Background: an optimization exercise with open tools, aiming at small area. Do not read the settings as production practice.
In this exercise RTL edits were held to simulation tests only and were not proved equivalent to the original.

$ cat config.mk
export PLATFORM = sky130hd
export DESIGN_NAME = hdcp_cipher
export DESIGN_NICKNAME = hdcp_cipher
export VERILOG_FILES = /design/flow/design.v
export SDC_FILE = /design/flow/constraint.sdc
export NUM_CORES = 4
export LEC_CHECK = 0
export CAP_MARGIN = 5
export CORE_MARGIN = 2
export CORE_UTILIZATION = 40
export CTS_BUF_LIST = sky130_fd_sc_hd__clkbuf_8
export CTS_CLUSTER_DIAMETER = 50
export CTS_CLUSTER_SIZE = 14
export SLEW_MARGIN = 5
$ cat constraint.sdc
create_clock -name core_clock -period 4.0 [get_ports {clk}]
set_input_delay 0.8000 -clock core_clock [delete_from_list [all_inputs] [get_ports {clk}]]
set_output_delay 0.8000 -clock core_clock [all_outputs]
set_load 0.01 [all_outputs]
$ cat design.v
module diff_network (
		     input wire [6:0]   i,
		     output wire [6:0]  o,
		     input wire [6:0]   k
		     );
   wire p = i[0] ^ i[1] ^ i[2] ^ i[3] ^ i[4] ^ i[5] ^ i[6];
   assign o[0] = k[0] ^ p ^ i[0];
   assign o[1] = k[1] ^ p ^ i[1];
   assign o[2] = k[2] ^ p ^ i[2];
   assign o[3] = k[3] ^ p ^ i[3];
   assign o[4] = k[4] ^ p ^ i[4];
   assign o[5] = k[5] ^ p ^ i[5];
   assign o[6] = k[6] ^ p;
endmodule  
module shuffle_network (
			input wire clk,
			input wire din,
			input wire sel,
			input wire advance,
			input wire init_iv,
			output wire dout
			);
   reg 				    a, b;
   always @(posedge clk) begin
      if( init_iv ) begin
	 a <= 1'b0;
	 b <= 1'b1;
      end else if( advance ) begin
	 a <= sel ? din : b;
	 b <= sel ? a : din;
      end
   end
   assign dout = sel ? b : a;
endmodule  
module hdcp_lfsr(
		   input wire    clk,
		   input wire [55:0]  iv,               
		   input  wire   init_iv,          
		   input  wire   advance,          
		   output wire   onebit            
		   );
   reg [12:0] 			 lfsr0;
   reg [13:0] 			 lfsr1;
   reg [15:0] 			 lfsr2;
   reg [16:0] 			 lfsr3;
   always @(posedge clk) begin
      if( init_iv ) begin
	 lfsr0[12:0] <= {~iv[6],iv[11:0]};
	 lfsr1[13:0] <= {~iv[18],iv[24:12]};
	 lfsr2[15:0] <= {~iv[32],iv[39:25]};
	 lfsr3[16:0] <= {~iv[47],iv[55:40]};
      end else if( advance ) begin
	 lfsr0 <= {lfsr0[11:0], lfsr0[4] ^ lfsr0[8] ^ lfsr0[10] ^ lfsr0[12]};
	 lfsr1 <= {lfsr1[12:0], lfsr1[3] ^ lfsr1[5] ^ lfsr1[6] ^ lfsr1[9] ^ lfsr1[10] ^ lfsr1[13]};
	 lfsr2 <= {lfsr2[14:0], lfsr2[4] ^ lfsr2[6] ^ lfsr2[7] ^ lfsr2[11] ^ lfsr2[14] ^ lfsr2[15]};
	 lfsr3 <= {lfsr3[15:0], lfsr3[4] ^ lfsr3[10] ^ lfsr3[14] ^ lfsr3[16]};
      end
   end
   wire [3:0] sh_dout;
   shuffle_network sh0 ( .clk(clk),
			 .din(lfsr0[3] ^ lfsr1[4] ^ lfsr2[5] ^ lfsr3[5]),
			 .sel(lfsr0[7]),
			 .advance(advance),
			 .init_iv(init_iv),
			 .dout(sh_dout[0])
			 );
   shuffle_network sh1 ( .clk(clk),
			 .din(sh_dout[0]),
			 .sel(lfsr1[8]),
			 .advance(advance),
			 .init_iv(init_iv),
			 .dout(sh_dout[1])
			 );
   shuffle_network sh2 ( .clk(clk),
			 .din(sh_dout[1]),
			 .sel(lfsr2[9]),
			 .advance(advance),
			 .init_iv(init_iv),
			 .dout(sh_dout[2])
			 );
   shuffle_network sh3 ( .clk(clk),
			 .din(sh_dout[2]),
			 .sel(lfsr3[11]),
			 .advance(advance),
			 .init_iv(init_iv),
			 .dout(sh_dout[3])
			 );
   assign onebit = sh_dout[3] ^ lfsr0[12] ^ lfsr1[13] ^ lfsr2[15] ^ lfsr3[16];
endmodule  
module hdcp_block (
		   input wire clk,
		   input wire loadB,         
		   input wire loadK,         
		   input wire catchup,       
		   input wire [63:0] src,
		   output wire [55:0] Bcur,  
		   output wire [55:0] Kcur,  
		   input wire rekey,
		   input wire lfsr_in,
		   output wire [23:0] ostream,
		   input wire advance
		   );
   reg [27:0] 		      Bx;
   reg [27:0]		      By;
   reg [27:0] 		      Bz;
   wire [27:0] 		      o_Bx;
   wire [27:0]		      o_By;
   wire [27:0] 		      o_Bz;
   reg [27:0] 		      Kx;
   reg [27:0] 		      Ky;
   reg [27:0] 		      Kz;
   wire [27:0] 		      o_Kx;
   wire [27:0] 		      o_Ky;
   wire 		      o_Ky13;  
   wire [27:0] 		      o_Kz;
   reg 			      st;      
   reg 			      rk_d;    
   reg 			      lf_d;    
   wire [23:0] 		      ostream_r;
   wire [3:0] 		      SK0_in;
   wire [3:0] 		      SK1_in;
   wire [3:0] 		      SK2_in;
   wire [3:0] 		      SK3_in;
   wire [3:0] 		      SK4_in;
   wire [3:0] 		      SK5_in;
   wire [3:0] 		      SK6_in;
   wire [3:0] 		      SK0;
   wire [3:0] 		      SK1;
   wire [3:0] 		      SK2;
   wire [3:0] 		      SK3;
   wire [3:0] 		      SK4;
   wire [3:0] 		      SK5;
   wire [3:0] 		      SK6;
   wire [3:0] 		      SB0_in;
   wire [3:0] 		      SB1_in;
   wire [3:0] 		      SB2_in;
   wire [3:0] 		      SB3_in;
   wire [3:0] 		      SB4_in;
   wire [3:0] 		      SB5_in;
   wire [3:0] 		      SB6_in;
   wire [3:0] 		      SB0;
   wire [3:0] 		      SB1;
   wire [3:0] 		      SB2;
   wire [3:0] 		      SB3;
   wire [3:0] 		      SB4;
   wire [3:0] 		      SB5;
   wire [3:0] 		      SB6;
   assign Bcur = {By[27:0],Bx[27:0]};
   assign Kcur = {Ky[27:0],Kx[27:0]};
   assign ostream = ostream_r;
   wire step = advance & st;
   always @(posedge clk) begin
      if( loadB ) begin
	 Bz <= {19'b0,1'b0,src[63:56]};  
	 By <= src[55:28];
	 Bx <= src[27:0];
      end else if( step | catchup ) begin
	 Bx <= o_Bx;
	 By <= o_By;
	 Bz <= o_Bz;
      end
      if( loadK ) begin
	 Kz <= Bz;
	 Ky <= By;
	 Kx <= Bx;
      end else if( step ) begin
	 Kx <= o_Kx;
	 Ky <= o_Ky;
	 Kz <= o_Kz;
      end
      if( loadK )
	st <= 1'b0;
      else if( advance ) begin
	 st <= 1'b1;
	 rk_d <= rekey;
	 lf_d <= lfsr_in;
      end
   end
   diff_network bround1 ( .o({o_Bx[24],o_Bx[20],o_Bx[16],o_Bx[12],o_Bx[8],o_Bx[4],o_Bx[0]}),
			  .k({Ky[6],Ky[5],Ky[4],Ky[3],Ky[2],Ky[1],Ky[0]}),
			  .i({Bz[6],Bz[5],Bz[4],Bz[3],Bz[2],Bz[1],Bz[0]}) );
   diff_network bround2 ( .o({o_By[24],o_By[20],o_By[16],o_By[12],o_By[8],o_By[4],o_By[0]}),
			  .k({1'b0,1'b0,1'b0,1'b0,1'b0,1'b0,1'b0}),
			  .i({By[12],By[2],By[1],By[0],Bz[9],Bz[8],Bz[7]}) );
   diff_network bround3 ( .o({o_By[25],o_By[21],o_By[17],o_By[13],o_By[9],o_By[5],o_By[1]}),
			  .k({1'b0,1'b0,1'b0,1'b0,1'b0,1'b0,1'b0}),
			  .i({By[13],By[5],By[4],By[3],Bz[12],Bz[11],Bz[10]}) );
   diff_network bround4 ( .o({o_By[26],o_By[22],o_By[18],o_By[14],o_By[10],o_By[6],o_By[2]}),
			  .k({1'b0,1'b0,1'b0,1'b0,1'b0,1'b0,1'b0}),
			  .i({By[14],By[8],By[7],By[6],Bz[15],Bz[14],Bz[13]}) );
   diff_network bround5 ( .o({o_By[27],o_By[23],o_By[19],o_By[15],o_By[11],o_By[7],o_By[3]}),
			  .k({1'b0,1'b0,1'b0,1'b0,1'b0,1'b0,1'b0}),
			  .i({By[15],By[11],By[10],By[9],Bz[18],Bz[17],Bz[16]}) );
   diff_network bround6 ( .o({o_Bx[25],o_Bx[21],o_Bx[17],o_Bx[13],o_Bx[9],o_Bx[5],o_Bx[1]}),
			  .k({Ky[13],Ky[12],Ky[11],Ky[10],Ky[9],Ky[8],Ky[7]}),
			  .i({Bz[21],Bz[20],Bz[19],By[19],By[18],By[17],By[16]}) );
   diff_network bround7 ( .o({o_Bx[26],o_Bx[22],o_Bx[18],o_Bx[14],o_Bx[10],o_Bx[6],o_Bx[2]}),
			  .k({Ky[20],Ky[19],Ky[18],Ky[17],Ky[16],Ky[15],Ky[14]}),
			  .i({Bz[24],Bz[23],Bz[22],By[23],By[22],By[21],By[20]}) );
   diff_network bround8 ( .o({o_Bx[27],o_Bx[23],o_Bx[19],o_Bx[15],o_Bx[11],o_Bx[7],o_Bx[3]}),
			  .k({Ky[27],Ky[26],Ky[25],Ky[24],Ky[23],Ky[22],Ky[21]}),
			  .i({Bz[27],Bz[26],Bz[25],By[27],By[26],By[25],By[24]}) );
   diff_network kround1 ( .o({o_Kx[24],o_Kx[20],o_Kx[16],o_Kx[12],o_Kx[8],o_Kx[4],o_Kx[0]}),
			  .i({Kz[6],Kz[5],Kz[4],Kz[3],Kz[2],Kz[1],Kz[0]}),
			  .k(7'b0) );
   diff_network kround2 ( .o({o_Ky[24],o_Ky[20],o_Ky[16],o_Ky[12],o_Ky[8],o_Ky[4],o_Ky[0]}),
			  .i({Ky[12],Ky[2],Ky[1],Ky[0],Kz[9],Kz[8],Kz[7]}),
			  .k(7'b0) );
   diff_network kround3 ( .o({o_Ky[25],o_Ky[21],o_Ky[17],o_Ky13,o_Ky[9],o_Ky[5],o_Ky[1]}),
			  .i({Ky[13],Ky[5],Ky[4],Ky[3],Kz[12],Kz[11],Kz[10]}),
			  .k(7'b0) );
   assign o_Ky[13] = rk_d ? lf_d : o_Ky13;
   diff_network kround4 ( .o({o_Ky[26],o_Ky[22],o_Ky[18],o_Ky[14],o_Ky[10],o_Ky[6],o_Ky[2]}),
			  .i({Ky[14],Ky[8],Ky[7],Ky[6],Kz[15],Kz[14],Kz[13]}),
			  .k(7'b0) );
   diff_network kround5 ( .o({o_Ky[27],o_Ky[23],o_Ky[19],o_Ky[15],o_Ky[11],o_Ky[7],o_Ky[3]}),
			  .i({Ky[15],Ky[11],Ky[10],Ky[9],Kz[18],Kz[17],Kz[16]}),
			  .k(7'b0) );
   diff_network kround6 ( .o({o_Kx[25],o_Kx[21],o_Kx[17],o_Kx[13],o_Kx[9],o_Kx[5],o_Kx[1]}),
			  .i({Kz[21],Kz[20],Kz[19],Ky[19],Ky[18],Ky[17],Ky[16]}),
			  .k(7'b0) );
   diff_network kround7 ( .o({o_Kx[26],o_Kx[22],o_Kx[18],o_Kx[14],o_Kx[10],o_Kx[6],o_Kx[2]}),
			  .i({Kz[24],Kz[23],Kz[22],Ky[23],Ky[22],Ky[21],Ky[20]}),
			  .k(7'b0) );
   diff_network kround8 ( .o({o_Kx[27],o_Kx[23],o_Kx[19],o_Kx[15],o_Kx[11],o_Kx[7],o_Kx[3]}),
			  .i({Kz[27],Kz[26],Kz[25],Ky[27],Ky[26],Ky[25],Ky[24]}),
			  .k(7'b0) );
   function [3:0] sbox(input [63:0] table_, input [3:0] n);
      sbox = table_[n*4 +: 4];
   endfunction
   assign SK0 = sbox(64'hda742fb16c0395e8, SK0_in);
   assign SK1 = sbox(64'h2ed7c90a5b38f461, SK1_in);
   assign SK2 = sbox(64'h593a0ec1f24768bd, SK2_in);
   assign SK3 = sbox(64'h65a9184fd23c7be0, SK3_in);
   assign SK4 = sbox(64'h2d9053a641eb8f7c, SK4_in);
   assign SK5 = sbox(64'h9a6df05be43827c1, SK5_in);
   assign SK6 = sbox(64'h845f2b9cd3e0167a, SK6_in);
   assign SB0 = sbox(64'ha1f87e426d5b039c, SB0_in);
   assign SB1 = sbox(64'h0cf6794adb251e83, SB1_in);
   assign SB2 = sbox(64'h598206fc3edba147, SB2_in);
   assign SB3 = sbox(64'hd0798be52fca4136, SB3_in);
   assign SB4 = sbox(64'he0db7a852914cf63, SB4_in);
   assign SB5 = sbox(64'h09da3f417c2586eb, SB5_in);
   assign SB6 = sbox(64'ha30ef86d9c5247b1, SB6_in);
   assign SB0_in[0] = Bx[0];
   assign SB0_in[1] = Bx[7];
   assign SB0_in[2] = Bx[14];
   assign SB0_in[3] = Bx[21];
   assign SK0_in[0] = Kx[0];
   assign SK0_in[1] = Kx[7];
   assign SK0_in[2] = Kx[14];
   assign SK0_in[3] = Kx[21];
   assign o_Bz[0] = SB0[0];
   assign o_Bz[7] = SB0[1];
   assign o_Bz[14] = SB0[2];
   assign o_Bz[21] = SB0[3];
   assign o_Kz[0] = SK0[0];
   assign o_Kz[7] = SK0[1];
   assign o_Kz[14] = SK0[2];
   assign o_Kz[21] = SK0[3];
   assign SB1_in[0] = Bx[1];
   assign SB1_in[1] = Bx[8];
   assign SB1_in[2] = Bx[15];
   assign SB1_in[3] = Bx[22];
   assign SK1_in[0] = Kx[1];
   assign SK1_in[1] = Kx[8];
   assign SK1_in[2] = Kx[15];
   assign SK1_in[3] = Kx[22];
   assign o_Bz[1] = SB1[0];
   assign o_Bz[8] = SB1[1];
   assign o_Bz[15] = SB1[2];
   assign o_Bz[22] = SB1[3];
   assign o_Kz[1] = SK1[0];
   assign o_Kz[8] = SK1[1];
   assign o_Kz[15] = SK1[2];
   assign o_Kz[22] = SK1[3];
   assign SB2_in[0] = Bx[2];
   assign SB2_in[1] = Bx[9];
   assign SB2_in[2] = Bx[16];
   assign SB2_in[3] = Bx[23];
   assign SK2_in[0] = Kx[2];
   assign SK2_in[1] = Kx[9];
   assign SK2_in[2] = Kx[16];
   assign SK2_in[3] = Kx[23];
   assign o_Bz[2] = SB2[0];
   assign o_Bz[9] = SB2[1];
   assign o_Bz[16] = SB2[2];
   assign o_Bz[23] = SB2[3];
   assign o_Kz[2] = SK2[0];
   assign o_Kz[9] = SK2[1];
   assign o_Kz[16] = SK2[2];
   assign o_Kz[23] = SK2[3];
   assign SB3_in[0] = Bx[3];
   assign SB3_in[1] = Bx[10];
   assign SB3_in[2] = Bx[17];
   assign SB3_in[3] = Bx[24];
   assign SK3_in[0] = Kx[3];
   assign SK3_in[1] = Kx[10];
   assign SK3_in[2] = Kx[17];
   assign SK3_in[3] = Kx[24];
   assign o_Bz[3] = SB3[0];
   assign o_Bz[10] = SB3[1];
   assign o_Bz[17] = SB3[2];
   assign o_Bz[24] = SB3[3];
   assign o_Kz[3] = SK3[0];
   assign o_Kz[10] = SK3[1];
   assign o_Kz[17] = SK3[2];
   assign o_Kz[24] = SK3[3];
   assign SB4_in[0] = Bx[4];
   assign SB4_in[1] = Bx[11];
   assign SB4_in[2] = Bx[18];
   assign SB4_in[3] = Bx[25];
   assign SK4_in[0] = Kx[4];
   assign SK4_in[1] = Kx[11];
   assign SK4_in[2] = Kx[18];
   assign SK4_in[3] = Kx[25];
   assign o_Bz[4] = SB4[0];
   assign o_Bz[11] = SB4[1];
   assign o_Bz[18] = SB4[2];
   assign o_Bz[25] = SB4[3];
   assign o_Kz[4] = SK4[0];
   assign o_Kz[11] = SK4[1];
   assign o_Kz[18] = SK4[2];
   assign o_Kz[25] = SK4[3];
   assign SB5_in[0] = Bx[5];
   assign SB5_in[1] = Bx[12];
   assign SB5_in[2] = Bx[19];
   assign SB5_in[3] = Bx[26];
   assign SK5_in[0] = Kx[5];
   assign SK5_in[1] = Kx[12];
   assign SK5_in[2] = Kx[19];
   assign SK5_in[3] = Kx[26];
   assign o_Bz[5] = SB5[0];
   assign o_Bz[12] = SB5[1];
   assign o_Bz[19] = SB5[2];
   assign o_Bz[26] = SB5[3];
   assign o_Kz[5] = SK5[0];
   assign o_Kz[12] = SK5[1];
   assign o_Kz[19] = SK5[2];
   assign o_Kz[26] = SK5[3];
   assign SB6_in[0] = Bx[6];
   assign SB6_in[1] = Bx[13];
   assign SB6_in[2] = Bx[20];
   assign SB6_in[3] = Bx[27];
   assign SK6_in[0] = Kx[6];
   assign SK6_in[1] = Kx[13];
   assign SK6_in[2] = Kx[20];
   assign SK6_in[3] = Kx[27];
   assign o_Bz[6] = SB6[0];
   assign o_Bz[13] = SB6[1];
   assign o_Bz[20] = SB6[2];
   assign o_Bz[27] = SB6[3];
   assign o_Kz[6] = SK6[0];
   assign o_Kz[13] = SK6[1];
   assign o_Kz[20] = SK6[2];
   assign o_Kz[27] = SK6[3];
assign ostream_r[0] = (Bz[17] & Kz[3]) ^ (Bz[26] & Kz[6]) ^ (Bz[22] & Kz[0]) ^ (Bz[27] & Kz[9]) ^ (Bz[21] & Kz[4]) ^ (Bz[18] & Kz[22]) ^ (Bz[2] & Kz[5]) ^ By[5] ^ Ky[10];
assign ostream_r[1] = (Bz[5] & Kz[20]) ^ (Bz[20] & Kz[18]) ^ (Bz[15] & Kz[7]) ^ (Bz[24] & Kz[23]) ^ (Bz[2] & Kz[15]) ^ (Bz[25] & Kz[5]) ^ (Bz[0] & Kz[3]) ^ By[16] ^ Ky[25];
assign ostream_r[2] = (Bz[22] & Kz[7]) ^ (Bz[5] & Kz[19]) ^ (Bz[14] & Kz[2]) ^ (Bz[16] & Kz[10]) ^ (Bz[25] & Kz[22]) ^ (Bz[17] & Kz[4]) ^ (Bz[20] & Kz[13]) ^ By[11] ^ Ky[21];
assign ostream_r[3] = (Bz[19] & Kz[6]) ^ (Bz[3] & Kz[14]) ^ (Bz[15] & Kz[9]) ^ (Bz[11] & Kz[8]) ^ (Bz[21] & Kz[17]) ^ (Bz[16] & Kz[18]) ^ (Bz[27] & Kz[12]) ^ By[1] ^ Ky[24];
assign ostream_r[4] = (Bz[19] & Kz[25]) ^ (Bz[6] & Kz[6]) ^ (Bz[17] & Kz[5]) ^ (Bz[18] & Kz[2]) ^ (Bz[22] & Kz[10]) ^ (Bz[7] & Kz[15]) ^ (Bz[9] & Kz[21]) ^ By[12] ^ Ky[8];
assign ostream_r[5] = (Bz[3] & Kz[27]) ^ (Bz[7] & Kz[14]) ^ (Bz[4] & Kz[2]) ^ (Bz[8] & Kz[4]) ^ (Bz[16] & Kz[24]) ^ (Bz[6] & Kz[19]) ^ (Bz[5] & Kz[1]) ^ By[17] ^ Ky[12];
assign ostream_r[6] = (Bz[8] & Kz[17]) ^ (Bz[21] & Kz[26]) ^ (Bz[27] & Kz[4]) ^ (Bz[2] & Kz[16]) ^ (Bz[11] & Kz[27]) ^ (Bz[24] & Kz[7]) ^ (Bz[12] & Kz[22]) ^ By[3] ^ Ky[11];
assign ostream_r[7] = (Bz[9] & Kz[9]) ^ (Bz[5] & Kz[10]) ^ (Bz[7] & Kz[19]) ^ (Bz[4] & Kz[11]) ^ (Bz[8] & Kz[7]) ^ (Bz[13] & Kz[6]) ^ (Bz[3] & Kz[8]) ^ By[15] ^ Ky[23];
assign ostream_r[8] = (Bz[26] & Kz[13]) ^ (Bz[13] & Kz[12]) ^ (Bz[23] & Kz[18]) ^ (Bz[10] & Kz[24]) ^ (Bz[11] & Kz[15]) ^ (Bz[7] & Kz[23]) ^ (Bz[15] & Kz[7]) ^ By[19] ^ Ky[16];
assign ostream_r[9] = (Bz[1] & Kz[0]) ^ (Bz[0] & Kz[5]) ^ (Bz[19] & Kz[20]) ^ (Bz[11] & Kz[25]) ^ (Bz[13] & Kz[1]) ^ (Bz[16] & Kz[24]) ^ (Bz[24] & Kz[9]) ^ By[18] ^ Ky[27];
assign ostream_r[10] = (Bz[26] & Kz[14]) ^ (Bz[13] & Kz[23]) ^ (Bz[9] & Kz[27]) ^ (Bz[14] & Kz[25]) ^ (Bz[10] & Kz[17]) ^ (Bz[4] & Kz[19]) ^ (Bz[1] & Kz[1]) ^ By[2] ^ Ky[22];
assign ostream_r[11] = (Bz[21] & Kz[6]) ^ (Bz[15] & Kz[21]) ^ (Bz[5] & Kz[17]) ^ (Bz[3] & Kz[15]) ^ (Bz[13] & Kz[26]) ^ (Bz[25] & Kz[11]) ^ (Bz[16] & Kz[16]) ^ By[27] ^ Ky[7];
assign ostream_r[12] = (Bz[20] & Kz[11]) ^ (Bz[7] & Kz[22]) ^ (Bz[18] & Kz[20]) ^ (Bz[12] & Kz[0]) ^ (Bz[17] & Kz[26]) ^ (Bz[1] & Kz[23]) ^ (Bz[16] & Kz[17]) ^ By[0] ^ Ky[2];
assign ostream_r[13] = (Bz[14] & Kz[8]) ^ (Bz[23] & Kz[4]) ^ (Bz[1] & Kz[3]) ^ (Bz[12] & Kz[14]) ^ (Bz[24] & Kz[20]) ^ (Bz[6] & Kz[26]) ^ (Bz[18] & Kz[23]) ^ By[9] ^ Ky[15];
assign ostream_r[14] = (Bz[19] & Kz[19]) ^ (Bz[6] & Kz[0]) ^ (Bz[21] & Kz[18]) ^ (Bz[25] & Kz[2]) ^ (Bz[23] & Kz[13]) ^ (Bz[1] & Kz[8]) ^ (Bz[10] & Kz[24]) ^ By[8] ^ Ky[14];
assign ostream_r[15] = (Bz[3] & Kz[16]) ^ (Bz[0] & Kz[21]) ^ (Bz[27] & Kz[24]) ^ (Bz[23] & Kz[25]) ^ (Bz[19] & Kz[12]) ^ (Bz[8] & Kz[27]) ^ (Bz[4] & Kz[15]) ^ By[7] ^ Ky[18];
assign ostream_r[16] = (Bz[6] & Kz[3]) ^ (Bz[5] & Kz[5]) ^ (Bz[14] & Kz[8]) ^ (Bz[22] & Kz[25]) ^ (Bz[24] & Kz[7]) ^ (Bz[18] & Kz[27]) ^ (Bz[2] & Kz[2]) ^ By[21] ^ Ky[26];
assign ostream_r[17] = (Bz[3] & Kz[11]) ^ (Bz[4] & Kz[14]) ^ (Bz[2] & Kz[23]) ^ (Bz[6] & Kz[17]) ^ (Bz[22] & Kz[22]) ^ (Bz[14] & Kz[13]) ^ (Bz[12] & Kz[19]) ^ By[26] ^ Ky[4];
assign ostream_r[18] = (Bz[25] & Kz[1]) ^ (Bz[21] & Kz[16]) ^ (Bz[19] & Kz[14]) ^ (Bz[9] & Kz[11]) ^ (Bz[10] & Kz[12]) ^ (Bz[15] & Kz[6]) ^ (Bz[13] & Kz[10]) ^ By[22] ^ Ky[19];
assign ostream_r[19] = (Bz[23] & Kz[21]) ^ (Bz[11] & Kz[1]) ^ (Bz[10] & Kz[10]) ^ (Bz[20] & Kz[20]) ^ (Bz[1] & Kz[18]) ^ (Bz[12] & Kz[26]) ^ (Bz[14] & Kz[9]) ^ By[4] ^ Ky[13];
assign ostream_r[20] = (Bz[11] & Kz[20]) ^ (Bz[26] & Kz[21]) ^ (Bz[20] & Kz[9]) ^ (Bz[17] & Kz[25]) ^ (Bz[8] & Kz[12]) ^ (Bz[23] & Kz[3]) ^ (Bz[0] & Kz[15]) ^ By[24] ^ Ky[0];
assign ostream_r[21] = (Bz[9] & Kz[18]) ^ (Bz[17] & Kz[12]) ^ (Bz[26] & Kz[21]) ^ (Bz[4] & Kz[27]) ^ (Bz[27] & Kz[1]) ^ (Bz[0] & Kz[16]) ^ (Bz[15] & Kz[24]) ^ By[6] ^ Ky[20];
assign ostream_r[22] = (Bz[22] & Kz[13]) ^ (Bz[12] & Kz[0]) ^ (Bz[2] & Kz[3]) ^ (Bz[10] & Kz[16]) ^ (Bz[7] & Kz[22]) ^ (Bz[20] & Kz[11]) ^ (Bz[25] & Kz[26]) ^ By[13] ^ Ky[9];
assign ostream_r[23] = (Bz[27] & Kz[2]) ^ (Bz[24] & Kz[0]) ^ (Bz[26] & Kz[13]) ^ (Bz[8] & Kz[5]) ^ (Bz[0] & Kz[4]) ^ (Bz[9] & Kz[8]) ^ (Bz[18] & Kz[10]) ^ By[23] ^ Ky[3];
endmodule  
module hdcp_cipher(
		   input wire    clk,
		   input         reset,
		   input [55:0]  Km,               
		   input [63:0]  An,               
		   input         hdcpBlockCipher_init,  
		   input         authentication,   
		   input         hdcpRekeyCipher,  
		   input         hdcpStreamCipher, 
		   output [23:0] pr_data,          
		   output reg    stream_ready      
		   );
   wire 			 lfsr_out;
   wire [23:0] 			 ostream;
   wire [55:0] 			 Bcur;
   wire [55:0] 			 Kcur;
   reg 				 run;        
   reg 				 is_init;    
   reg [6:0] 			 cnt;
   reg 				 adv_s;      
   reg 				 auth_mode;
   reg [55:0] 			 Ks;
   reg 				 ks_v;       
   reg [63:0] 			 Mi;
   reg 				 mi_v;       
   wire start_init  = hdcpBlockCipher_init & ~run;
   wire start_rekey = hdcpRekeyCipher & ~hdcpBlockCipher_init & stream_ready & ~run;
   wire start = start_init | start_rekey;
   wire k_ge56 = cnt[6] | (cnt[5] & cnt[4] & cnt[3]);
   wire win_init = (cnt >= 7'd3) & (cnt <= 7'd50);
   wire win_rekey = k_ge56 & (cnt <= 7'd111);
   wire advance = adv_s | (run & (win_init | win_rekey));
   wire rekey = run & k_ge56;
   wire k1 = run & (cnt == 7'd1);
   wire loadK = run & ((cnt == 7'd2) | (cnt == 7'd53));
   wire catchup = run & (cnt == 7'd52);
   wire ks_we = run & auth_mode & (cnt == 7'd53);
   wire load_lfsr = run & (cnt == 7'd54);
   wire mi_sh = run & is_init & (cnt >= 7'd109) & (cnt <= 7'd112);
   wire fin = run & (is_init ? (cnt == 7'd113) : (cnt == 7'd111));
   wire ready_nx = run ? fin : (stream_ready & ~start_rekey);
   always @(posedge clk or posedge reset) begin
      if( reset ) begin
	 run <= 1'b0;
	 stream_ready <= 1'b0;
	 adv_s <= 1'b0;
	 ks_v <= 1'b0;
	 mi_v <= 1'b0;
      end else begin
	 if( start )
	   run <= 1'b1;
	 else if( fin )
	   run <= 1'b0;
	 stream_ready <= ready_nx;
	 adv_s <= hdcpStreamCipher & ready_nx;
	 if( ks_we )
	   ks_v <= 1'b1;
	 if( mi_sh )
	   mi_v <= 1'b1;
      end
   end
   always @(posedge clk) begin
      if( start ) begin
	 cnt <= start_init ? 7'd1 : 7'd56;
	 is_init <= start_init;
      end else
	cnt <= cnt + 7'd1;
      if( start_init )
	auth_mode <= authentication;
      if( ks_we )
	Ks <= Bcur;
      if( mi_sh )
	Mi <= {Mi[47:0], ostream[15:0]};
   end
   hdcp_lfsr  lfsr( .clk(clk),
		    .iv(Kcur),
		    .init_iv(load_lfsr),
		    .advance(advance),
		    .onebit(lfsr_out));
   hdcp_block block( .clk(clk),
		     .loadB(k1 | loadK),
		     .loadK(loadK),
		     .catchup(catchup),
		     .src(k1 ? {8'b0, auth_mode ? Km : (Ks & {56{ks_v}})}
			     : (auth_mode ? An : (Mi & {64{mi_v}}))),
		     .Bcur(Bcur),
		     .Kcur(Kcur),
		     .rekey(rekey),
		     .lfsr_in(lfsr_out),
		     .ostream(ostream),
		     .advance(advance));
   assign pr_data = ostream;
endmodule  
$ cat flow/run.sh
#!/bin/bash
# The standard synthesis, then an area-oriented re-mapping of the
# combinational logic (the flip-flops are kept as they are, with their
# names and cell types), then the standard layout with plain buf_1
# cells as the port buffers.
set -euo pipefail
W=$PWD
RES=$W/orfs/results/sky130hd/hdcp_cipher/base
LIB=$FLOW_HOME/platforms/sky130hd/lib/sky130_fd_sc_hd__tt_025C_1v80.lib

# 1. standard synthesis (up to the Yosys netlist)
bash standard.sh $RES/1_2_yosys.v > synth_standard.log 2>&1
cp $RES/1_2_yosys.v $W/netlist_standard.v

# 2. re-map the combinational logic for area
grep -oE "^\s*sky130_fd_sc_hd__\w+" $W/netlist_standard.v | tr -d ' ' | sort -u > $W/cells_used.txt
python3 $W/flow/mkcells.py $LIB $W/cells_used.txt > $W/cell_models.v
printf 'set_driving_cell sky130_fd_sc_hd__buf_1\nset_load 5\n' > $W/abc.constr
sed -e "s#@LIB@#$LIB#g" -e "s#@W@#$W#g" $W/flow/resyn.ys > $W/resyn_run.ys
yosys -s $W/resyn_run.ys > $W/resyn.log 2>&1
cp $W/netlist_resyn.v $RES/1_2_yosys.v

# 3. the rest of the standard flow
export BUFFER_PORTS_ARGS="-buffer_cell sky130_fd_sc_hd__buf_1"
bash standard.sh > standard.log 2>&1
$ cat flow/mkcells.py
# generate Verilog models: combinational cells as assigns, sequential as blackboxes
import re,sys
lib=open(sys.argv[1]).read()
used=set(open(sys.argv[2]).read().split())
out=[]
# split into cells
for m in re.finditer(r'\n\s*cell\s*\(\s*"?(\w+)"?\s*\)\s*\{', lib):
    pass
pos=[(m.group(1),m.start()) for m in re.finditer(r'\n\s*cell\s*\(\s*"?(\w+)"?\s*\)\s*\{', lib)]
for i,(name,st) in enumerate(pos):
    if name not in used: continue
    en=pos[i+1][1] if i+1<len(pos) else len(lib)
    body=lib[st:en]
    seq = ('ff (' in body) or ('ff(' in body) or ('latch' in body) or ('statetable' in body)
    pins=[]
    for pm in re.finditer(r'\n\s*pin\s*\(\s*"?(\w+)"?\s*\)\s*\{', body):
        pst=pm.end()
        # find direction and function within this pin group (until next pin( )
        nxt=re.search(r'\n\s*pin\s*\(', body[pst:])
        pb=body[pst: pst+nxt.start()] if nxt else body[pst:]
        d=re.search(r'direction\s*:\s*"?(\w+)"?',pb).group(1)
        f=re.search(r'\bfunction\s*:\s*"([^"]*)"',pb)
        pins.append((pm.group(1),d,f.group(1) if f else None))
    ports=', '.join(p[0] for p in pins)
    lines=['module %s(%s);'%(name,ports)]
    for p,d,f in pins:
        lines.append('  %s %s;'%('input' if d=='input' else 'output',p))
    if seq:
        lines[0]='(* blackbox *)\n'+lines[0]
    else:
        for p,d,f in pins:
            if d=='output':
                e=f.replace('!','~')
                e=re.sub(r'\)\s*\(',') & (',e)
                e=re.sub(r'(\w)\s+(?=[\w(~])',r'\1 & ',e)
                lines.append('  assign %s = %s;'%(p,e))
    lines.append('endmodule')
    out.append('\n'.join(lines))
print('\n'.join(out))
$ cat flow/resyn.abc
strash
dc2
dch -f
amap
$ cat flow/resyn.ys
read_verilog @W@/cell_models.v
read_verilog @W@/netlist_standard.v
hierarchy -top hdcp_cipher
flatten
hierarchy -top hdcp_cipher
rename -hide w:_*_.*
read_liberty -lib -ignore_redef @LIB@
techmap
opt -purge
abc -liberty @LIB@ -dont_use sky130_fd_sc_hd__probe_p_8 -dont_use sky130_fd_sc_hd__probec_p_8 -dont_use *lpflow* -constr @W@/abc.constr -script @W@/flow/resyn.abc
splitnets
opt_clean -purge
hilomap -singleton -hicell sky130_fd_sc_hd__conb_1 HI -locell sky130_fd_sc_hd__conb_1 LO
insbuf -buf sky130_fd_sc_hd__buf_4 A X
check -assert -mapped
stat -liberty @LIB@
write_verilog -noattr -nohex -nodec @W@/netlist_resyn.v
$ cat standard.sh
#!/bin/bash
# synth_recipe.tcl (not shown) runs the flow's synth.tcl, then flattens the netlist and writes it again
# the make line also repeats each setting of config.mk as NAME=value (left out here)
make -C /OpenROAD-flow-scripts/flow DESIGN_CONFIG=/design/flow/config.mk WORK_HOME=/design/flow/orfs CLKGATE_MAP_FILE= SYNTH_SCRIPT=/design/flow/synth_recipe.tcl "${@:-finish}"
==> results of run 1 <==
## flip-flops by register name, indices dropped and copies added, names as in the netlist, 7 cells and up
name and flops:
Mi 64, Ks 56, block.Bx 28, block.By 28, block.Bz 28, block.Kx 28, block.Ky 28, block.Kz 28
lfsr.lfsr3 17, lfsr.lfsr2 16, lfsr.lfsr1 14, lfsr.lfsr0 13, cnt 7
## layout by cell type, fill, tap and decap left out, drive strengths merged, types with 7 or more instances in the layout
master,n
nor2,460
edfxtp,332
clkinv,274
o22ai,268
a21oi,235
buf,222
o21ai,165
nand2,140
a32oi,108
clkbuf,47
o221ai,46
dfxtp,36
o32ai,19
a32o,18
inv,17
o22a,15
o211ai,13
a221oi,11
nor3,11
a222oi,9
a31oi,8
clkinvlp,7
## layer usage
metal	GRT usage [%]	part of all wire, %	vias up	wire length, um
met5	0	0.014	-	13
met4	18.3	6.0	2	5530
met3	5.78	10	238	9480
met2	52.5	44	1276	40300
met1	47.8	40	9733	37300
li1	-	-	9136	-
## timing repair
item | in CTS | in global routing
hold buffers | 1 | 0
endpoints found under the hold margin | 5 | 0
resized for setup | 0 | 3
endpoints found under the setup margin | 0 | 3
## final cells by class
cell class                      instances  area [sq um]  share of cell area (%)
Antenna cell                            1          2.50                  0.0106
Clock buffer                           47           647                    2.75
Clock inverter                         39           429                    1.82
Inverter                              265          1010                    4.29
Multi-Input combinational cell       1572          8570                    36.4
Sequential cell                       373         10800                    46.0
Tap cell                              672           841                    3.57
Timing Repair Buffer                  223          1210                    5.16
## metrics by stage
| step | hold slack [ps] | cells | setup WS [ps] |
|---|---|---|---|
| floorplan | 427 | 2210 | -4300 |
| global placement | 429 | 3104 | 317 |
| detailed placement | 434 | 3104 | 233 |
| CTS | 266 | 3191 | 113 |
| global route | 292 | 3191 | 13.2 |
| finish | 296 | 3192 | 105 |
## how the worst min path moves through the flow
stage	to	cells after the start
4_1_cts	auth_mode	1
3_5_place_dp	Mi[63]	0
2_1_floorplan	Mi[22]	0
5_1_grt	auth_mode	1
3_3_place_gp	Mi[29]	0
6_report	auth_mode	1
==> flow_summary.ini, run 1 <==
[outcome]
status = finished clean

[global_routing]
grt_pass1_wl_um = 132000
grt_pass1_vias = 18800
track_usage_pct = 34.7
antenna_found_initial = 3
grt.overflow.total = 0
grt_max_degree = 89

[setup_path]
cp_common_cell = nor2_1
cp_data_arrival_time_ps = 3100
rrSetupSlack_ps = 190
crit-reg2reg-launch = block.Bz[14]
crit_start = block.Bz[14]
r2r_cells = 12
timing_worst_setup_path_type = reg -> out
crit_chain = clkinv_1 -> nor2_1 -> nor2_1 -> a21oi_1 -> nor2_1 -> a21oi_1 -> nand2_1 -> o21ai_0 -> buf_1
slowest_delay_ps = 520
critical_path.endpoint = pr_data[19]
slowest_stage = dfxtp_1
worstSetupStartpointType = flop
path_buf_inv = 2
crit_path_end_kind = primary output
worstPathMaxFanout = 8
cp.depth = 9
reg2reg_to = block.By[10]
crit_required_ps = 3200
crit_family = buffers and inverters

[detailed_routing]
postRouteAntennaNets = 0
drt_iter0_markers = 2965
dr.pass1.iters = 9
wirelength_um = 92700
via_count = 20400
drc_errors = 0
wl_per_cell_um = 29.0
viasPerCell = 6.39

[sta]
rsz0062_at_grt = no
timing.fmax_mhz = 257
skew_ps = 44.2
finalHoldViolCount = 0
finalMaxSlewViolations = 0
worst_pin_slew_ps = 1170
min_period_ps = 3900
finalSetupTns_ps = 0
slew_headroom_pct = 21.2
fin_crit_sh_pct = 97.4
setup_viol = 0

[clock_tree]
htreeDepth = 2
clock_latency_ps = 690
cts_tree = done
cts.reportedPaths.clkPinSlew_ps = 80
cts_root_buffer = clkbuf_8
post-cts-setup-buffers = 0
numCtsBuffers = 47
cts.path.max_buffers = 3
clock-sinks = 373

[cells_and_area]
nets = 2608
final_util_pct = 46.9
final_area_sq_um = 23500
areaGrowthSynthToFinish_pct = 15.9
layout-drive-gt1-share_pct = 6.87
fillers = 4851

[floorplanning]
dieHeight_um = 229
die_w_um = 229
core-area_sq_um = 50200
die_area_sq_um = 52600
floorplan.rows = 82
io_pins = 151
initial_core_util_pct = 40.5

[place]
port_buffers = 150
place.gp.congestion = 1.09
post_dp_cell_area_sq_um = 22400
dp_hpwl_um = 69200

[min_path]
min_path_type = in -> reg
hp-start = authentication

[flow_run]
maxCapViolCount = 0

[logic_synthesis]
syn_avg_cell_area_sq_um = 9.19
ys_warn_count = 4
synth_area_sq_um = 20300
synthCells = 2210
synthesis.nets = 2336
==> run 2: changes to the inputs <==
--- a/config.mk
+++ b/config.mk
@@ -5,10 +5,10 @@
 export SDC_FILE = /design/flow/constraint.sdc
 export NUM_CORES = 4
 export LEC_CHECK = 0
-export CAP_MARGIN = 5
+export CAP_MARGIN = 20
 export CORE_MARGIN = 2
 export CORE_UTILIZATION = 40
 export CTS_BUF_LIST = sky130_fd_sc_hd__clkbuf_8
 export CTS_CLUSTER_DIAMETER = 50
 export CTS_CLUSTER_SIZE = 14
-export SLEW_MARGIN = 5
+export SLEW_MARGIN = 20
==> run 2 against run 1 <==
Against the previous run:
- area after synthesis stayed put
- first-iteration DRC count stayed put
- sequential share of layout area stayed put
- count of clock-buffer cells in the layout stayed put
- flip-flop and latch count stayed put
- synthesized cell count stayed put
- worst hold slack stayed put
- non-clock buffer count stayed put
- clock skew stayed put
- critical path depth stayed put
- critical path type unchanged
==> flow_summary.ini, run 2 <==
[global_routing]
grt_pass1_wl_um = 132000
grt_max_degree = 89
grt_pass1_vias = 18800
track_usage_pct = 34.7
grt.overflow.total = 0
antenna_found_initial = 3

[place]
dp_hpwl_um = 69200
port_buffers = 150
place_worst_setup_slack_ps = 233
place.gp.congestion = 1.09
post_dp_cell_area_sq_um = 22400

[outcome]
status = finished clean

[setup_path]
crit_required_ps = 3200
crit_path_end_kind = primary output
cp_data_arrival_time_ps = 3100
worstPathMaxFanout = 8
rrSetupSlack_ps = 190
worstSetupStartpointType = flop
timing_worst_setup_path_type = reg -> out

[floorplanning]
die_area_sq_um = 52600
io_pins = 151
core-area_sq_um = 50200
floorplan.rows = 82
initial_core_util_pct = 40.5
die_w_um = 229
dieHeight_um = 229

[logic_synthesis]
synth_area_sq_um = 20300
syn_avg_cell_area_sq_um = 9.19
ys_warn_count = 4
synthCells = 2210
synthesis.nets = 2336

[sta]
setup_viol = 0
finalHoldViolCount = 0
rsz0062_at_grt = no
finalMaxSlewViolations = 0
skew_ps = 44.2
worst_pin_slew_ps = 1170
finalWorstSetupSlack_ps = 105
timing.fmax_mhz = 257
fin_crit_sh_pct = 97.4
slew_headroom_pct = 21.2
min_period_ps = 3900

[detailed_routing]
postRouteAntennaNets = 0
viasPerCell = 6.39
via_count = 20400
drc_errors = 0
wl_per_cell_um = 29.0
drt_iter0_markers = 2965
dr.pass1.iters = 9
wirelength_um = 92700

[cells_and_area]
fillers = 4851
areaGrowthSynthToFinish_pct = 15.9
final_area_sq_um = 23500
final_util_pct = 46.9
top_regs = Mi x64, Ks x56
layout_common_cells = nor2_1, edfxtp_1, o22ai_1
largest_reg_flops = 64
regMostFlops = Mi
nets = 2608
final_common_cell = nor2_1
layout-drive-gt1-share_pct = 6.87

[clock_tree]
post-cts-setup-buffers = 0
numCtsBuffers = 47
clock-sinks = 373
clock_latency_ps = 690
cts_tree = done
cts_root_buffer = clkbuf_8
cts.reportedPaths.clkPinSlew_ps = 80
cts.path.max_buffers = 3
htreeDepth = 2

[min_path]
min_path_type = in -> reg

[flow_run]
maxCapViolCount = 0
run 2: cell counts in the layout (fill, tap and decap cells not counted):
No cell type changed its count.
run 2: timing repair:
| item | CTS | global route |
|---|---|---|
| endpoints found under the setup margin | 0 | 3 |
| resized for setup | 0 | 3 |
| hold buffers | 1 | 0 |
| endpoints found under the hold margin | 5 | 0 |
run 2: metrics by stage:
stage / instances / TNS (ps) / hold WS (ps)
4_1_cts: 3191 / 0 / 266
2_1_floorplan: 2210 / -754970 / 427
3_3_place_gp: 3104 / 0 / 429
6_report: 3192 / 0 / 296
3_5_place_dp: 3104 / 0 / 434
5_1_grt: 3191 / 0 / 292
run 2: cell type report:
cell class | count | area [sq um] | area share, %
diodes | 1 | 2.50 | 0.0106
clock buffers | 47 | 647 | 2.75
clock inverters | 39 | 429 | 1.82
inverters | 265 | 1010 | 4.29
multi-input cells | 1572 | 8570 | 36.4
flip-flops and latches | 373 | 10800 | 46.0
well taps | 672 | 841 | 3.57
repair buffers | 223 | 1210 | 5.16
run 2: per-layer routing:
metal  track usage, %  part of all wire [%]
met5                0                 0.014
met2             52.5                    44
met3             5.78                    10
met1             47.8                    40
met4             18.3                   6.0
run 2: worst paths after layout:
check / cells past startpoint / from / endpoint
hold reg to reg: 0 / Mi[32] / Mi[48]
min in group asynchronous: 3 / reset / ks_v
setup reg to reg: 12 / block.Bz[14] / block.By[10]
max in group asynchronous: 3 / reset / run
hold / removal: 1 / authentication / auth_mode
setup / recovery: 9 / block.Bz[14] / pr_data[19]
run 2: critical path: stages (launching register included):
cell and delay (ps):
dfxtp_1 520, clkinv_1 490, nor2_1 510, nor2_1 70, a21oi_1 180, nor2_1 70
a21oi_1 150, nand2_1 60, o21ai_0 150, buf_1 240
==> run 3: changes to the inputs <==
--- a/config.mk
+++ b/config.mk
@@ -8,7 +8,7 @@
 export CAP_MARGIN = 20
 export CORE_MARGIN = 2
 export CORE_UTILIZATION = 40
-export CTS_BUF_LIST = sky130_fd_sc_hd__clkbuf_8
-export CTS_CLUSTER_DIAMETER = 50
-export CTS_CLUSTER_SIZE = 14
+export CTS_BUF_LIST = sky130_fd_sc_hd__clkbuf_4
+export CTS_CLUSTER_DIAMETER = 40
+export CTS_CLUSTER_SIZE = 8
 export SLEW_MARGIN = 20
==> run 3 against run 2 <==
Against the previous run:
- still clean
- setup slack lost 41 ps
- wire length increased by 0.52%
- via count rose by 0.66%
- non-clock buffer count up 5
- design area rose by 0.56%
- sequential share of layout area decreased by 0.26 points
- critical path type unchanged
==> flow_summary.ini, run 3 <==
[outcome]
status = finished clean

[logic_synthesis]
synthCells = 2210
syn_avg_cell_area_sq_um = 9.19
synth_area_sq_um = 20300
synthesis.nets = 2336
ys_warn_count = 4

[cells_and_area]
layout_common_cells = nor2_1, edfxtp_1, o22ai_1
regMostFlops = Mi
regArea_sq_um = 10800
nets = 2638
fillers = 4882
finalNonFillerCells = 3239
top_regs = Mi x64, Ks x56
areaGrowthSynthToFinish_pct = 16.5
largest_reg_flops = 64
final_common_cell = nor2_1
layout-drive-gt1-share_pct = 9.20
multi_input_area_sq_um = 8600

[global_routing]
grt_max_degree = 89
grt.overflow.total = 0
grt_pass1_wl_um = 132000
grt_pass1_vias = 19000
track_usage_pct = 35.0
antenna_found_initial = 3

[sta]
skew_ps = 48.9
hold_slack_ps = 119
fin_crit_sh_pct = 98.4
finalSetupTns_ps = 0
finalMaxSlewViolations = 0
rsz0062_at_grt = no
timing.fmax_mhz = 254
min_period_ps = 3940
slew_headroom_pct = 23.6
setup_viol = 0
finalHoldViolCount = 0
worst_pin_slew_ps = 1140

[place]
dp_cells = 3104
dp_hpwl_um = 69200
port_buffers = 150
place.gp.congestion = 1.09

[setup_path]
crit_family = compound AO/OA/AOI/OAI gates
path_buf_inv = 2
crit_path_end_kind = primary output
slowest_delay_ps = 590
crit_required_ps = 3200
cp_common_cell = a21oi_1
cp_data_arrival_time_ps = 3140
slowest_stage = edfxtp_1
worstPathMaxFanout = 6
timing_worst_setup_path_type = reg -> out
worstSetupStartpointType = flop
crit_chain = clkinv_1 -> o22ai_1 -> nor2_1 -> a21oi_1 -> a21oi_1 -> o21ai_0 -> buf_1

[flow_run]
maxCapViolCount = 0

[clock_tree]
clock-sinks = 373
cts.reportedPaths.clkPinSlew_ps = 80
cts_root_buffer = clkbuf_4
cts_tree = done
numCtsBuffers = 72
cts.path.max_buffers = 3
htreeDepth = 3
clock_latency_ps = 850

[detailed_routing]
wirelength_um = 93200
via_count = 20500
viasPerCell = 6.34
drt_iter0_markers = 2846
wl_per_cell_um = 28.8
dr.pass1.iters = 8
drc_errors = 0
postRouteAntennaNets = 0

[floorplanning]
io_pins = 151
die_w_um = 229
core-area_sq_um = 50200
initial_core_util_pct = 40.5
die_area_sq_um = 52600
floorplan.rows = 82
dieHeight_um = 229

[min_path]
min_path_type = in -> reg
run 3: final cells by class:
class                      instances  share of cell area, %
timing repair buffer             228                   5.29
clock buffer                      88                   2.79
clock inverter                    40                   1.81
antenna                            1                 0.0106
multi-input combinational       1572                   36.3
inverter                         265                   4.50
tap                              672                   3.55
sequential                       373                   45.7
run 3: per-stage QoR:
stage | cell area (sq um) | worst slack [ps] | utilization (%)
3_5_place_dp | 22400 | 233 | 44.7
5_1_grt | 23700 | 0.263 | 47.2
3_3_place_gp | 22400 | 317 | 44.7
4_1_cts | 23500 | 18.7 | 46.9
2_1_floorplan | 20300 | -4300 | -
6_report | 23700 | 63.2 | 47.2
run 3: worst paths after layout:
check	startpoint	endpoint	slack, ps	depth (start not counted)
max in group asynchronous	reset	mi_v	3510	3
worst min-delay path	authentication	auth_mode	120	1
worst max register to register	block.Bz[14]	block.By[10]	210	12
min in group asynchronous	reset	ks_v	340	3
worst min register to register	Mi[10]	Mi[26]	450	0
worst max-delay path	block.Ky[23]	pr_data[7]	60	7
run 3: worst reg2reg max path, delay by kind of cell, from the launching register on:
kind / cells / cell delay [ps]
and+or+nand+nor: 3 / 200
AOI/OAI and AO/OA: 7 / 1960
buffers and inverters: 2 / 760
DFF: 1 / 560
run 3: timing repair:
item,4_1_cts,5_1_grt
hold endpoints to repair,5,0
endpoints found under the setup margin,5,15
pin swaps,0,0
resized for setup,3,26
setup buffers,0,5
hold buffers,1,0
run 3: layer usage:
metal	share of wire, %	track usage [%]	wire length, um	vias up
met2	43	51.8	40000	1293
met1	40	47.5	37000	9731
met5	0.014	0	13	-
met3	11	7.45	10100	265
li1	-	-	-	9229
met4	6.5	19.8	6010	2
==> run 4: changes to the inputs <==
==> flow/run.sh (replaced) <==
#!/bin/bash
# The standard synthesis, then an area-oriented re-mapping of the
# combinational logic (the flip-flops are kept as they are, with their
# names and cell types; a few ABC scripts are tried and the smallest
# netlist is kept), then the standard layout with plain buf_1 cells
# as the port buffers.
set -euo pipefail
W=$PWD
RES=$W/orfs/results/sky130hd/hdcp_cipher/base
LIB=$FLOW_HOME/platforms/sky130hd/lib/sky130_fd_sc_hd__tt_025C_1v80.lib

# 1. standard synthesis (up to the Yosys netlist)
bash standard.sh $RES/1_2_yosys.v > synth_standard.log 2>&1
cp $RES/1_2_yosys.v $W/netlist_standard.v

# 2. re-map the combinational logic for area
grep -oE "^\s*sky130_fd_sc_hd__\w+" $W/netlist_standard.v | tr -d ' ' | sort -u > $W/cells_used.txt
python3 $W/flow/mkcells.py $LIB $W/cells_used.txt > $W/cell_models.v
printf 'set_driving_cell sky130_fd_sc_hd__buf_1\nset_load 5\n' > $W/abc.constr
for i in 1 2 3 4; do
  sed -e "s#@LIB@#$LIB#g" -e "s#@W@#$W#g" -e "s#@ABC@#$W/flow/resyn$i.abc#" \
      -e "s#@OUT@#$W/netlist_resyn$i.v#" $W/flow/resyn.ys > $W/resyn$i.ys
  yosys -s $W/resyn$i.ys > $W/resyn$i.log 2>&1 &
done
wait || true
best=""; bestarea=""
for i in 1 2 3 4; do
  if [[ -f $W/netlist_resyn$i.v ]]; then
    a=$(grep "Chip area" $W/resyn$i.log | tail -1 | awk '{print $NF}')
    echo "script $i: area $a" >> $W/resyn_choice.log
    if [[ -z "$best" ]] || awk "BEGIN{exit !($a < $bestarea)}"; then best=$i; bestarea=$a; fi
  fi
done
echo "chosen: script $best ($bestarea)" >> $W/resyn_choice.log
cp $W/netlist_resyn$best.v $RES/1_2_yosys.v

# 3. the rest of the standard flow
export BUFFER_PORTS_ARGS="-buffer_cell sky130_fd_sc_hd__buf_1"
bash standard.sh > standard.log 2>&1
==> flow/resyn.ys (replaced) <==
read_verilog @W@/cell_models.v
read_verilog @W@/netlist_standard.v
hierarchy -top hdcp_cipher
flatten
hierarchy -top hdcp_cipher
rename -hide w:_*_.*
read_liberty -lib -ignore_redef @LIB@
techmap
opt -purge
abc -liberty @LIB@ -dont_use sky130_fd_sc_hd__probe_p_8 -dont_use sky130_fd_sc_hd__probec_p_8 -dont_use *lpflow* -constr @W@/abc.constr -script @ABC@
splitnets
opt_clean -purge
hilomap -singleton -hicell sky130_fd_sc_hd__conb_1 HI -locell sky130_fd_sc_hd__conb_1 LO
insbuf -buf sky130_fd_sc_hd__buf_4 A X
check -assert -mapped
stat -liberty @LIB@
write_verilog -noattr -nohex -nodec @OUT@
==> flow/resyn1.abc (new file) <==
strash
dc2
dch -f
amap
==> flow/resyn2.abc (new file) <==
&get -n
&st
&b
&dc2
&put
dch -f
amap
==> flow/resyn3.abc (new file) <==
&get -n
&st
&syn2
&dc2
&put
dch -f
amap
==> flow/resyn4.abc (new file) <==
&get -n
&st
&b
&syn2
&dc2
&put
dch -f
amap
--- a/config.mk
+++ b/config.mk
@@ -8,7 +8,7 @@
 export CAP_MARGIN = 20
 export CORE_MARGIN = 2
 export CORE_UTILIZATION = 40
-export CTS_BUF_LIST = sky130_fd_sc_hd__clkbuf_4
-export CTS_CLUSTER_DIAMETER = 40
-export CTS_CLUSTER_SIZE = 8
+export CTS_BUF_LIST = sky130_fd_sc_hd__clkbuf_8
+export CTS_CLUSTER_DIAMETER = 50
+export CTS_CLUSTER_SIZE = 14
 export SLEW_MARGIN = 20
removed: flow/resyn.abc
==> run 4 against run 3 <==
Against the previous run:
- still clean on timing, DRC and antenna
- die area decreased by 1.3%
- flip-flop and latch count stayed put
- sequential share of layout area up 0.80 points
- worst hold slack better by 170 ps
- cell count decreased by 2.2%
- largest cell class unchanged
- highest routed layer unchanged
==> flow_summary.ini, run 4 <==
[global_routing]
grt_pass1_wl_um = 129000
antenna_found_initial = 4
grt_max_degree = 121
grt.overflow.total = 0
track_usage_pct = 34.0
grt_pass1_vias = 18500

[logic_synthesis]
ys_warn_count = 4
syn_avg_cell_area_sq_um = 9.15
synthesis.nets = 2316
synth_area_sq_um = 20000
synthCells = 2190

[floorplanning]
dieHeight_um = 228
floorplan.rows = 82
core-area_sq_um = 49800
die_w_um = 228
initial_core_util_pct = 40.3
io_pins = 151
die_area_sq_um = 51900

[setup_path]
worstSetupStartpointType = flop
timing_worst_setup_path_type = reg -> out
worstPathMaxFanout = 5
cp_data_arrival_time_ps = 3160
crit-reg2reg-launch = block.Ky[18]
crit_required_ps = 3200
crit_path_end_kind = primary output
crit_start = block.By[16]

[place]
dp_hpwl_um = 68200
dp_cells = 3081
place.gp.congestion = 1.08
post_dp_cell_area_sq_um = 22200
place_worst_setup_slack_ps = 528
port_buffers = 150

[sta]
finalWorstSetupSlack_ps = 41.4
finalHoldViolCount = 0
timing.fmax_mhz = 253
slew_headroom_pct = 33.8
rsz0062_at_grt = yes
skew_ps = 36.6
setup_viol = 0
worst_pin_slew_ps = 990
fin_crit_sh_pct = 99.0
finalMaxSlewViolations = 0
min_period_ps = 3960

[flow_run]
maxCapViolCount = 0

[clock_tree]
cts_tree = done
post-cts-setup-buffers = 0
cts.path.max_buffers = 3
clock_latency_ps = 690
cts_root_buffer = clkbuf_8
cts.reportedPaths.clkPinSlew_ps = 90
numCtsBuffers = 46
clock-sinks = 373
htreeDepth = 2

[min_path]
hp-start = authentication
min_path_type = in -> reg

[cells_and_area]
fillers = 4847
top_regs = Mi x64, Ks x56
final_common_cell = nor2_1
layout-drive-gt1-share_pct = 7.25
nets = 2584
areaGrowthSynthToFinish_pct = 16.1
regMostFlops = Mi
finalNonFillerCells = 3168
layout_common_cells = nor2_1, edfxtp_1, o22ai_1
largest_reg_flops = 64
final_area_sq_um = 23300

[detailed_routing]
dr.pass1.iters = 6
wirelength_um = 89900
drt_iter0_markers = 2775
via_count = 19700
drc_errors = 0
postRouteAntennaNets = 0
viasPerCell = 6.22
wl_per_cell_um = 28.4

[outcome]
status = finished clean
[run 4: metal layers]
layer / part of all wire [%] / routed length [um] / vias to the layer above / global-route usage, %
li1: - / - / 8990 / -
met1: 41 / 36600 / 9338 / 46.5
met2: 43 / 39100 / 1165 / 51.1
met3: 10 / 9050 / 225 / 6.74
met4: 5.8 / 5210 / 2 / 17.8
met5: 0.012 / 11 / - / 0
[run 4: path summary, 6_finish.rpt]
kind	endpoint	cells past startpoint	slack, ps
setup / recovery	pr_data[1]	9	40
setup reg to reg	block.Kx[21]	12	320
min in group asynchronous	mi_v	3	520
max in group asynchronous	ks_v	3	3340
hold reg to reg	Mi[60]	0	450
hold / removal	auth_mode	1	290
[run 4: layout make-up]
type                    count  area (sq um)  area share [%]
flip-flops and latches    373         10800            46.5
multi-input cells        1561          8420            36.2
repair buffers            220          1200            5.17
inverters                 256           980            4.21
well taps                 672           841            3.61
clock buffers              46           633            2.72
clock inverters            39           364            1.57
diodes                      1          2.50          0.0108
[run 4: critical path, cell delays in order, from the launching register on]
cell,delay (ps)
edfxtp_1,630
clkinv_1,300
o22ai_2,390
nor2_1,70
a21oi_1,250
nor2_1,90
a21oi_1,160
nor2_1,70
a21oi_1,300
buf_1,200
[run 4: stage by stage]
step	TNS, ps	utilization [%]	hold WS [ps]
after floorplan	-515620	-	427
after global placement	0	44.6	431
after detailed placement	0	44.6	438
after CTS	0	46.6	264
after global routing	-9.06	46.7	274
final	0	46.7	286
[run 4: what timing repair did]
action,4_1_cts,5_1_grt
hold endpoints to repair,5,0
endpoints found under the setup margin,3,11
hold buffers,1,0
gates resized for setup,3,12

[afterwards: timing with drivers on the ports]
Ports are ideal in the flow. The routed layouts listed here were re-timed in OpenROAD. Step 1 (the two cells are an assumption about what drives the block):
set clk [get_ports {clk}]
set_driving_cell -lib_cell sky130_fd_sc_hd__clkbuf_16 $clk
set_driving_cell -lib_cell sky130_fd_sc_hd__buf_2 [delete_from_list [all_inputs] $clk]
Step 2 times the ports against the registers' clock, not the clock port: input delays grow and output delays shrink by t, the midpoint of the rising clock arrivals with the driver on. a / b / c = ideal / step 1 / step 2; a / b = the first two.
run | t (ns) | slack for setup (ns) | worst setup path after step 2 | clock arrival spread, ns | worst data-port slew with drivers (ns)
run 1 | 0.723 | 0.105 / 0.048 / 0.189 | register to register | 0.045 / 0.044 | 0.06
run 2 | 0.723 | 0.105 / 0.048 / 0.189 | register to register | 0.045 / 0.044 | 0.06
run 3 | 0.888 | 0.063 / 0.004 / 0.212 | register to register | 0.052 / 0.052 | 0.06
run 4 | 0.732 | 0.041 / -0.014 / 0.320 | register to register | 0.037 / 0.037 | 0.07
After both steps every run listed still meets setup and hold.
